This is an optimization exercise on Yosys and OpenROAD, whose aim is small area, not a production implementation.
Function was checked by simulation only, so behaviour that the tests miss may differ from the original.
Power figures rest on the tool's default switching activity, not on a simulated workload.

==> inputs of 09-18 <==
// LeNet_Conv_C3_top
module LeNet_Conv_C3_top#(
	parameter				WD = 3,
	parameter				WW = 8,
	parameter				GP = 6
)(
	input	wire				i_sclk,
	input	wire				i_rstn,
	input	wire				i_vsync,
	input	wire				i_hsync,
	input	wire				i_valid,
	input	wire[WD-1:0]			i_tdata_1,
	input	wire[WD-1:0]			i_tdata_2,
	input	wire[WD-1:0]			i_tdata_3,
	input	wire[WD-1:0]			i_tdata_4,
	input	wire[WD-1:0]			i_tdata_5,
	input	wire[WD-1:0]			i_tdata_6,
	input	wire[GP-1:0]			i_W_en,
	input	wire[WW-1:0]			i_Weight_1,
	input	wire[WW-1:0]			i_Weight_2,
	input	wire[WW-1:0]			i_Weight_3,
	input	wire[WW-1:0]			i_Weight_4,
	input	wire[WW-1:0]			i_Weight_5,
	input	wire[WW-1:0]			i_Weight_6,
	input	wire[4:0]			i_W_addr,
	input	wire signed[WW-1:0]		i_Bias,
	output	wire				o_hsync,
	output	wire				o_valid,
	output	wire				o_tdata
);
reg [3:0]	rowc;		 
reg [3:0]	colc;		 
reg		hs_q;
always @(posedge i_sclk)
	if (!i_rstn || i_vsync)	rowc <= 4'd0;
	else if (i_hsync)	rowc <= rowc + 4'd1;
  ...
==> flow/config.mk <==
export PLATFORM = sky130hd
export DESIGN_NAME = LeNet_Conv_C3_top
export DESIGN_NICKNAME = LeNet_Conv_C3_top
export VERILOG_FILES = /design/flow/design.v
export SDC_FILE = /design/flow/constraint.sdc
export NUM_CORES = 4
export LEC_CHECK = 0
export CAP_MARGIN = 20
export CORE_MARGIN = 2
export CORE_UTILIZATION = 55
export PLACE_DENSITY = 0.65
export SLEW_MARGIN = 20
export SYNTH_HIERARCHICAL = 1
==> flow/constraint.sdc <==
create_clock -name core_clock -period 8.0 [get_ports {i_sclk}]
set_input_delay 1.6000 -clock core_clock [delete_from_list [all_inputs] [get_ports {i_sclk}]]
set_output_delay 1.6000 -clock core_clock [all_outputs]
set_load 0.01 [all_outputs]
run.sh (not shown) runs the stock make flow with config.mk's settings and CLKGATE_MAP_FILE= SYNTH_SCRIPT=/design/flow/synth_recipe.tcl, a recipe that flattens the netlist after the stock synthesis.
==> 07-26 (differences from 09-18) <==
==> flow/config.mk (replaced) <==
export PLATFORM = sky130hd
export DESIGN_NAME = LeNet_Conv_C3_top
export DESIGN_NICKNAME = LeNet_Conv_C3_top
export VERILOG_FILES = /design/flow/design.v
export SDC_FILE = /design/flow/constraint.sdc
export NUM_CORES = 4
export LEC_CHECK = 0
export CAP_MARGIN = 10
export CORE_MARGIN = 2
export CORE_UTILIZATION = 65
export PLACE_DENSITY = 0.75
export SLEW_MARGIN = 10
export SYNTH_HIERARCHICAL = 1
==> 02-03 (differences from 09-18) <==
==> flow/config.mk (replaced) <==
export PLATFORM = sky130hd
export DESIGN_NAME = LeNet_Conv_C3_top
export DESIGN_NICKNAME = LeNet_Conv_C3_top
export VERILOG_FILES = /design/flow/design.v
export SDC_FILE = /design/flow/constraint.sdc
export NUM_CORES = 4
export LEC_CHECK = 0
export CAP_MARGIN = 5
export CORE_MARGIN = 2
export CORE_UTILIZATION = 65
export CTS_CLUSTER_DIAMETER = 150
export CTS_CLUSTER_SIZE = 20
export PLACE_DENSITY = 0.75
export SLEW_MARGIN = 5
export SYNTH_HIERARCHICAL = 1
==> 06-02 (differences from 09-18) <==
==> flow/config.mk (replaced) <==
export PLATFORM = sky130hd
export DESIGN_NAME = LeNet_Conv_C3_top
export DESIGN_NICKNAME = LeNet_Conv_C3_top
export VERILOG_FILES = /design/flow/design.v
export SDC_FILE = /design/flow/constraint.sdc
export NUM_CORES = 4
export LEC_CHECK = 0
export CAP_MARGIN = 10
export CORE_MARGIN = 2
export CORE_UTILIZATION = 60
export CTS_CLUSTER_SIZE = 20
export PLACE_DENSITY = 0.7
export SLEW_MARGIN = 10
export SYNTH_HIERARCHICAL = 1
==> qor summary <==
quantity                                                  02-03             09-18          07-26             06-02
Total routed wirelength                                  418 mm            436 mm         427 mm            419 mm
Die X                                                    436 um            473 um         436 um            453 um
Worst Hold End                                    D7[9]$_DFF_P_    D7[17]$_DFF_P_  D7[5]$_DFF_P_    D7[15]$_DFF_P_
Initial cell density of the core                          65.3%             55.2%          65.3%             60.5%
WP depth                                                     14                18             14                15
Drt first pass iters                                          9                 6              7                 6
Clock network power share                                  9.6%             14.8%          14.5%             14.1%
Met1 usage in global routing                              53.8%             48.6%          53.7%             52.1%
Reg2Reg Launch Point                                 s2$_DFF_P_  mk[2]$_SDFF_PP0_     s2$_DFF_P_  mk[2]$_SDFF_PP0_
Placement row count                                         158               172            158               164
Non-clk buf share                                         2.26%             2.25%          2.21%             2.21%
Share of power burned in combinational logic              67.9%             64.1%          64.2%             64.6%
Clock tree cell share of total cell area                  2.50%             5.50%          5.28%             5.22%
Leakage power                                         0.0437 uW         0.0458 uW      0.0456 uW         0.0456 uW
Clock-pin slew on the worst setup and hold paths          90 ps             60 ps          70 ps             60 ps
Final std cells w/o fill                                  10900             11500          11100             11300
Result of the run                      timing/DRC/antenna clean  timing/DRC/antenna clean  timing/DRC/antenna clean  timing/DRC/antenna clean
Routed met2 length                                       193 mm            207 mm         197 mm            194 mm
Crit. Startpoint                                     s2$_DFF_P_  mk[2]$_SDFF_PP0_     s2$_DFF_P_  mk[2]$_SDFF_PP0_
Final hold slack                                         355 ps            336 ps         327 ps            332 ps


==> inputs of run a <==
LeNet_Conv_C3_top again, from the RTL that the note above started with.
## LeNet_Conv_C3_top
module LeNet_Conv_C3_top#(
	parameter				WD = 3,
	parameter				WW = 8,
	parameter				GP = 6
)(
	input	wire				i_sclk,
	input	wire				i_rstn,
	input	wire				i_vsync,
	input	wire				i_hsync,
	input	wire				i_valid,
	input	wire[WD-1:0]			i_tdata_1,
	input	wire[WD-1:0]			i_tdata_2,
	input	wire[WD-1:0]			i_tdata_3,
	input	wire[WD-1:0]			i_tdata_4,
	input	wire[WD-1:0]			i_tdata_5,
	input	wire[WD-1:0]			i_tdata_6,
	input	wire[GP-1:0]			i_W_en,
	input	wire[WW-1:0]			i_Weight_1,
	input	wire[WW-1:0]			i_Weight_2,
	input	wire[WW-1:0]			i_Weight_3,
	input	wire[WW-1:0]			i_Weight_4,
	input	wire[WW-1:0]			i_Weight_5,
	input	wire[WW-1:0]			i_Weight_6,
	input	wire[4:0]			i_W_addr,
	input	wire signed[WW-1:0]		i_Bias,
	output	wire				o_hsync,
	output	wire				o_valid,
	output	wire				o_tdata
);
reg [3:0]	rowc;		 
reg [3:0]	colc;		 
reg		hs_q;
always @(posedge i_sclk)
	if (!i_rstn || i_vsync)	rowc <= 4'd0;
	else if (i_hsync)	rowc <= rowc + 4'd1;
always @(posedge i_sclk)
	if (i_valid)	colc <= colc + 4'd1;
  ...
Settings: LEC_CHECK=0, CAP_MARGIN=10, CORE_MARGIN=2, CORE_UTILIZATION=60, CTS_CLUSTER_DIAMETER=150, CTS_CLUSTER_SIZE=16, PLACE_DENSITY=0.7, SLEW_MARGIN=10, SYNTH_HIERARCHICAL=1; clock period 8.0 ns.
==> run b: changes against run a <==
--- a/flow/config.mk
+++ b/flow/config.mk
@@ -7,9 +7,9 @@
 export LEC_CHECK = 0
-export CAP_MARGIN = 10
+export CAP_MARGIN = 5
 export CORE_MARGIN = 2
-export CORE_UTILIZATION = 60
+export CORE_UTILIZATION = 65
 export CTS_CLUSTER_DIAMETER = 150
-export CTS_CLUSTER_SIZE = 16
-export PLACE_DENSITY = 0.7
-export SLEW_MARGIN = 10
+export CTS_CLUSTER_SIZE = 24
+export PLACE_DENSITY = 0.75
+export SLEW_MARGIN = 5
 export SYNTH_HIERARCHICAL = 1
==> parameters.txt <==
Parameter                              Value

Outcome
  Result of the run  timing/DRC/antenna clean

Global routing
  Number of global-route vias before repair    74200

Worst setup path
  Crit path launch    mk[2]$_SDFF_PP0_
  Worst R2R Start    mk[2]$_SDFF_PP0_

Clock network
  Total number of H-tree levels    4
  Register clock-pin slew on the reported worst setup and hold paths    80 ps

Timing
  Hold slack    331 ps
  Post-layout worst setup margin    508 ps

Power
  Relative contribution of the clock network to total power    11.0%

Placed design
  Final weighted congestion of routability-driven global placement    1.10

Cells and area
  Share of post-route cells with drive strength above 1    7.91%
  Fin nets    10400
the above is filed under run a

==> parameters.txt <==
Parameter                              Value

Outcome
  Result of the run  timing/DRC/antenna clean

Clock network
  Total number of H-tree levels    3
  Buffer cell driving the clock tree root    clkbuf_16

Timing
  Hold slack    351 ps
  Post-layout worst setup margin    544 ps

Cells and area
  Most flop-heavy register    KG.KA.w
  Number of signal-net buffers in the layout    334
  Share of post-route cells with drive strength above 1    7.19%
  Antenna diodes    13
  Fin nets    10300

Power
  Relative contribution of the clock network to total power    8.9%
  Switching power share of the total    44.8%

Placed design
  Final weighted congestion of routability-driven global placement    1.09

Global routing
  Gr ovfl total    0
  Number of global-route vias before repair    75600
  Number of antenna violations at the first check in global routing    26

Worst setup path
  Crit path launch    s2$_DFF_P_
  Sort of element at the start of the critical path    flip-flop
the above is filed under run b

[separate check: timing with driven ports]
In the flow no input, the clock included, has a driving cell. The finished layouts below were timed again as built, in two steps. Step 1, drivers: a clkbuf_16 drives i_sclk and a buf_2 each remaining input, both assumed. Step 2 times the ports against the registers' clock, not the clock port: input delays grow and output delays shrink by t, the midpoint of the rising clock arrivals with the driver on. Three values: ideal, step 1, step 2; two values: the first two.
| run | t, ns | setup slack, ns | hold WS [ns] | worst register clock-pin slew, ns | pins driven straight from the clock port |
|---|---|---|---|---|---|
| 09-18 | 0.991 | 0.644 / 0.644 / 0.416 | 0.336 / 0.336 / 0.336 | 0.08 / 0.08 | 1 |
| 07-26 | 0.953 | 0.470 / 0.470 / 0.363 | 0.327 / 0.327 / 0.327 | 0.08 / 0.08 | 1 |
| 02-03 | 0.911 | 0.613 / 0.613 / 0.478 | 0.355 / 0.355 / 0.355 | 0.11 / 0.11 | 1 |
| 06-02 | 0.952 | 0.549 / 0.549 / 0.520 | 0.332 / 0.332 / 0.332 | 0.07 / 0.07 | 1 |
| run a | 0.949 | 0.508 / 0.508 / 0.485 | 0.331 / 0.331 / 0.331 | 0.10 / 0.10 | 1 |
| run b | 0.887 | 0.544 / 0.544 / 0.476 | 0.351 / 0.351 / 0.351 | 0.12 / 0.12 | 1 |
After both steps setup and hold are still met in every run listed. The setup slack of 09-18, which loses most, moves by 0.000 ns with the drivers and by -0.228 ns with both steps.
